What follows belongs to an exercise in optimizing a design on an open flow for small area and a short achievable clock period; a production flow would make more cautious choices.
The RTL was checked by simulation tests, not by an equivalence proof against the original design.

Design fft, start of the top module:
module fft(
	input wire			clk,
	input wire			rst_n,
	input wire[16:0]	data_i0_R,
	input wire[16:0]	data_i0_I,
	input wire[16:0]	data_i1_R,
	input wire[16:0]	data_i1_I,
	output reg[16:0]	data_o0_R,
	output reg[16:0]	data_o0_I,
	output reg[16:0]	data_o1_R,
	output reg[16:0]	data_o1_I
);
  reg [2:0] ph;
  reg [1:0] fd;
  wire [2:0] pn = ph + 3'd1;
  wire [1:0] fdn = (ph == 3'd7 && fd != 2'd3) ? fd + 2'd1 : fd;
  reg [3:0] oplus, ominus;
  wire vnext = (fdn == 2'd3) || (fdn == 2'd2 && pn[2]);
  always @(posedge clk or negedge rst_n)
    if (!rst_n) begin ph <= 3'd7; fd <= 2'd0; oplus <= 4'd0; ominus <= 4'd0; end
    else begin ph <= pn; fd <= fdn; oplus <= {4{vnext & pn[2]}}; ominus <= {4{vnext & ~pn[2]}}; end
  reg [16:0] XA0_0_R, XA0_0_I;
  reg [16:0] XA1_0_R, XA1_0_I;
  reg [16:0] XA2_0_R, XA2_0_I;
  reg [16:0] PU_0_R, PU_0_I;
  reg [16:0] PV_0_R, PV_0_I;
  reg [16:0] PP_0_R, PP_0_I;
  reg [16:0] R0_0_R, R0_0_I;
  reg [16:0] R1_0_R, R1_0_I;
  reg [16:0] QP_0_R, QP_0_I;
  reg [16:0] QU_0_R, QU_0_I;
  reg [16:0] M0_0_R, M0_0_I;
  reg [16:0] M1_0_R, M1_0_I;
  ...
Size: ~140 I/O pins, about 0.064 mm² of cells after synthesis.
make LEC_CHECK=0 CAP_MARGIN=20 CORE_MARGIN=2 CORE_UTILIZATION=50 CTS_CLUSTER_DIAMETER=100 CTS_CLUSTER_SIZE=20 SETUP_SLACK_MARGIN=3.6 SLEW_MARGIN=20 finish   # period 7.5 ns
run.sh (not shown) runs the stock make flow with config.mk's settings and CLKGATE_MAP_FILE= SYNTH_SCRIPT=/design/flow/synth_recipe.tcl, a recipe that flattens the netlist after the stock synthesis.
Rerun with:
--- a/flow/config.mk
+++ b/flow/config.mk
@@ -13 +13 @@
-export SETUP_SLACK_MARGIN = 3.6
+export SETUP_SLACK_MARGIN = 3.5
@@ -14,0 +15 @@
+export TNS_END_PERCENT = 50
- hold slack barely changes
- global-route usage grows by 0.22 points
- non-clock buffer count went down by 58
- clock skew is about the same
- design area fell by 1.6%
- worst setup slack got worse by 0.14 ns
- core utilization goes down by 0.91 points
- count of clock-buffer cells in the layout went down by 2
- area after synthesis stays the same
Rerun with:
--- a/flow/config.mk
+++ b/flow/config.mk
@@ -13 +13 @@
-export SETUP_SLACK_MARGIN = 3.5
+export SETUP_SLACK_MARGIN = 3.7
@@ -15 +14,0 @@
-export TNS_END_PERCENT = 50
- die area is unchanged
- clock-buffer cell count fell by 2
- cell area rose by 2.8%
- routed wire length fell by about 0.4%
- worst setup slack improved by 0.068 ns
- non-clock buffer count rose by 102
- final cell count rose by about 1.4%
- via count rose by 0.79%
Rerun with:
--- a/flow/config.mk
+++ b/flow/config.mk
@@ -11,3 +11,3 @@
-export CTS_CLUSTER_DIAMETER = 100
-export CTS_CLUSTER_SIZE = 20
-export SETUP_SLACK_MARGIN = 3.7
+export CTS_CLUSTER_DIAMETER = 120
+export CTS_CLUSTER_SIZE = 18
+export SETUP_SLACK_MARGIN = 3.5
Non-clock buffer count decreases by 87.
Setup slack is about the same.
Sequential cell count is unchanged.
Clock-buffer cell count rose by 2.
Area after synthesis does not change.
Critical path depth rises by 2.
Global-route usage went up by 0.23 points.


== run 1 ==
Another version of the RTL of fft (not shown whole).
Size: about 1200 flip-flops, ~140 I/O pins.
==> flow/config.mk <==
export PLATFORM = sky130hd
export DESIGN_NAME = fft
export DESIGN_NICKNAME = fft
export VERILOG_FILES = /design/flow/design.v
export SDC_FILE = /design/flow/constraint.sdc
export NUM_CORES = 8
export LEC_CHECK = 0
export CAP_MARGIN = 20
export CORE_MARGIN = 2
export CORE_UTILIZATION = 55
export CTS_CLUSTER_DIAMETER = 100
export CTS_CLUSTER_SIZE = 20
export SETUP_SLACK_MARGIN = 3.6
export SLEW_MARGIN = 20
==> flow/constraint.sdc <==
create_clock -name core_clock -period 7.5 [get_ports {clk}]
set_input_delay 1.5000 -clock core_clock [delete_from_list [all_inputs] [get_ports {clk}]]
set_output_delay 1.5000 -clock core_clock [all_outputs]
set_load 0.01 [all_outputs]
Run 1 completed every stage of the flow, and the final layout passed the timing, design-rule and antenna checks.
The inputs of run 2 differ from those of run 1 as listed below.
# run 1
export LEC_CHECK = 0
export CAP_MARGIN = 20
export CORE_MARGIN = 2
export CORE_UTILIZATION = 55
export CTS_CLUSTER_DIAMETER = 100
export CTS_CLUSTER_SIZE = 20
export SETUP_SLACK_MARGIN = 3.6
export SLEW_MARGIN = 20
create_clock -name core_clock -period 7.5 [get_ports {clk}]
# run 2
export LEC_CHECK = 0
export CAP_MARGIN = 20
export CORE_MARGIN = 2
export CORE_UTILIZATION = 50
export CTS_CLUSTER_DIAMETER = 100
export CTS_CLUSTER_SIZE = 20
export SETUP_SLACK_MARGIN = 3.3
export SLEW_MARGIN = 20
create_clock -name core_clock -period 7.5 [get_ports {clk}]
==> notes.md <==
- Comparing run 2 against run 1, there is no change at all in synthesized area divided by synthesized cell count.
- Run 2 ended up with HV_1_I[9] as its start point of the critical path; run 1 ended up with HV_1_I[5].
- From run 1 to run 2 the numbers moved as follows: met2 wirelength from detailed routing has decreased, register-to-register slack has decreased, first-pass GRT wire length has decreased.
- [compare] base=run 1 new=run 2: synthesis-to-finish area growth decreased 3.6 points, overall routed net length decreased 3.9 mm.
Relative to run 2, the following input files were edited for run 3:
# run 2
export LEC_CHECK = 0
export CAP_MARGIN = 20
export CORE_MARGIN = 2
export CORE_UTILIZATION = 50
export CTS_CLUSTER_DIAMETER = 100
export CTS_CLUSTER_SIZE = 20
export SETUP_SLACK_MARGIN = 3.3
export SLEW_MARGIN = 20
create_clock -name core_clock -period 7.5 [get_ports {clk}]
# run 3
export LEC_CHECK = 0
export CAP_MARGIN = 20
export CORE_MARGIN = 2
export CORE_UTILIZATION = 50
export CTS_CLUSTER_DIAMETER = 100
export CTS_CLUSTER_SIZE = 20
export SETUP_SLACK_MARGIN = 3.5
export SLEW_MARGIN = 20
create_clock -name core_clock -period 7.5 [get_ports {clk}]
Notes after the runs:
Area of all placed cells without fillers (lower): run 2
Relative to run 2, the utilization of run 3 is higher by 0.93 points.
Comparing run 3 and run 2, final routed wire length divided by cell count is higher on run 3.
Number of iterations in the first detailed-routing pass: run 3 higher than run 2
Compared to run 2, the routing of run 3 uses more wire.
Critical path depth (run 3 over run 2): decrease, 2

[separate check: timing with driven ports]
Ports are ideal in the flow. The routed layouts listed here were re-timed in OpenROAD. Step 1 assumes that a clkbuf_16 drives the clock port and a buf_2 every other input. Step 2 moves the port delays by t, midway between the first and last clock arrival at a register: inputs arrive t later, outputs are due t later. That takes back most of the time a late clock gives input paths. a / b / c = ideal ports / drivers / drivers and shift; a / b = the first two.
| run | t, ns | setup slack, ns | worst data-port slew with drivers (ns) |
|---|---|---|---|
| the first run of note 1 | 0.784 | 3.474 / 3.474 / 2.879 | 0.07 |
| the second run of note 1 | 0.790 | 3.335 / 3.335 / 2.774 | 0.08 |
| the third run of note 1 | 0.800 | 3.403 / 3.403 / 2.915 | 0.09 |
| the fourth run of note 1 | 0.796 | 3.404 / 3.404 / 2.747 | 0.08 |
| run 1 | 0.784 | 3.485 / 3.485 / 2.878 | 0.06 |
| run 2 | 0.786 | 3.335 / 3.335 / 2.695 | 0.05 |
| run 3 | 0.791 | 3.483 / 3.483 / 2.766 | 0.05 |
After both steps setup and hold are still met in every run listed. For run 3, which loses most, drivers alone change the setup slack by 0.000 ns; drivers and shift together by -0.717 ns.
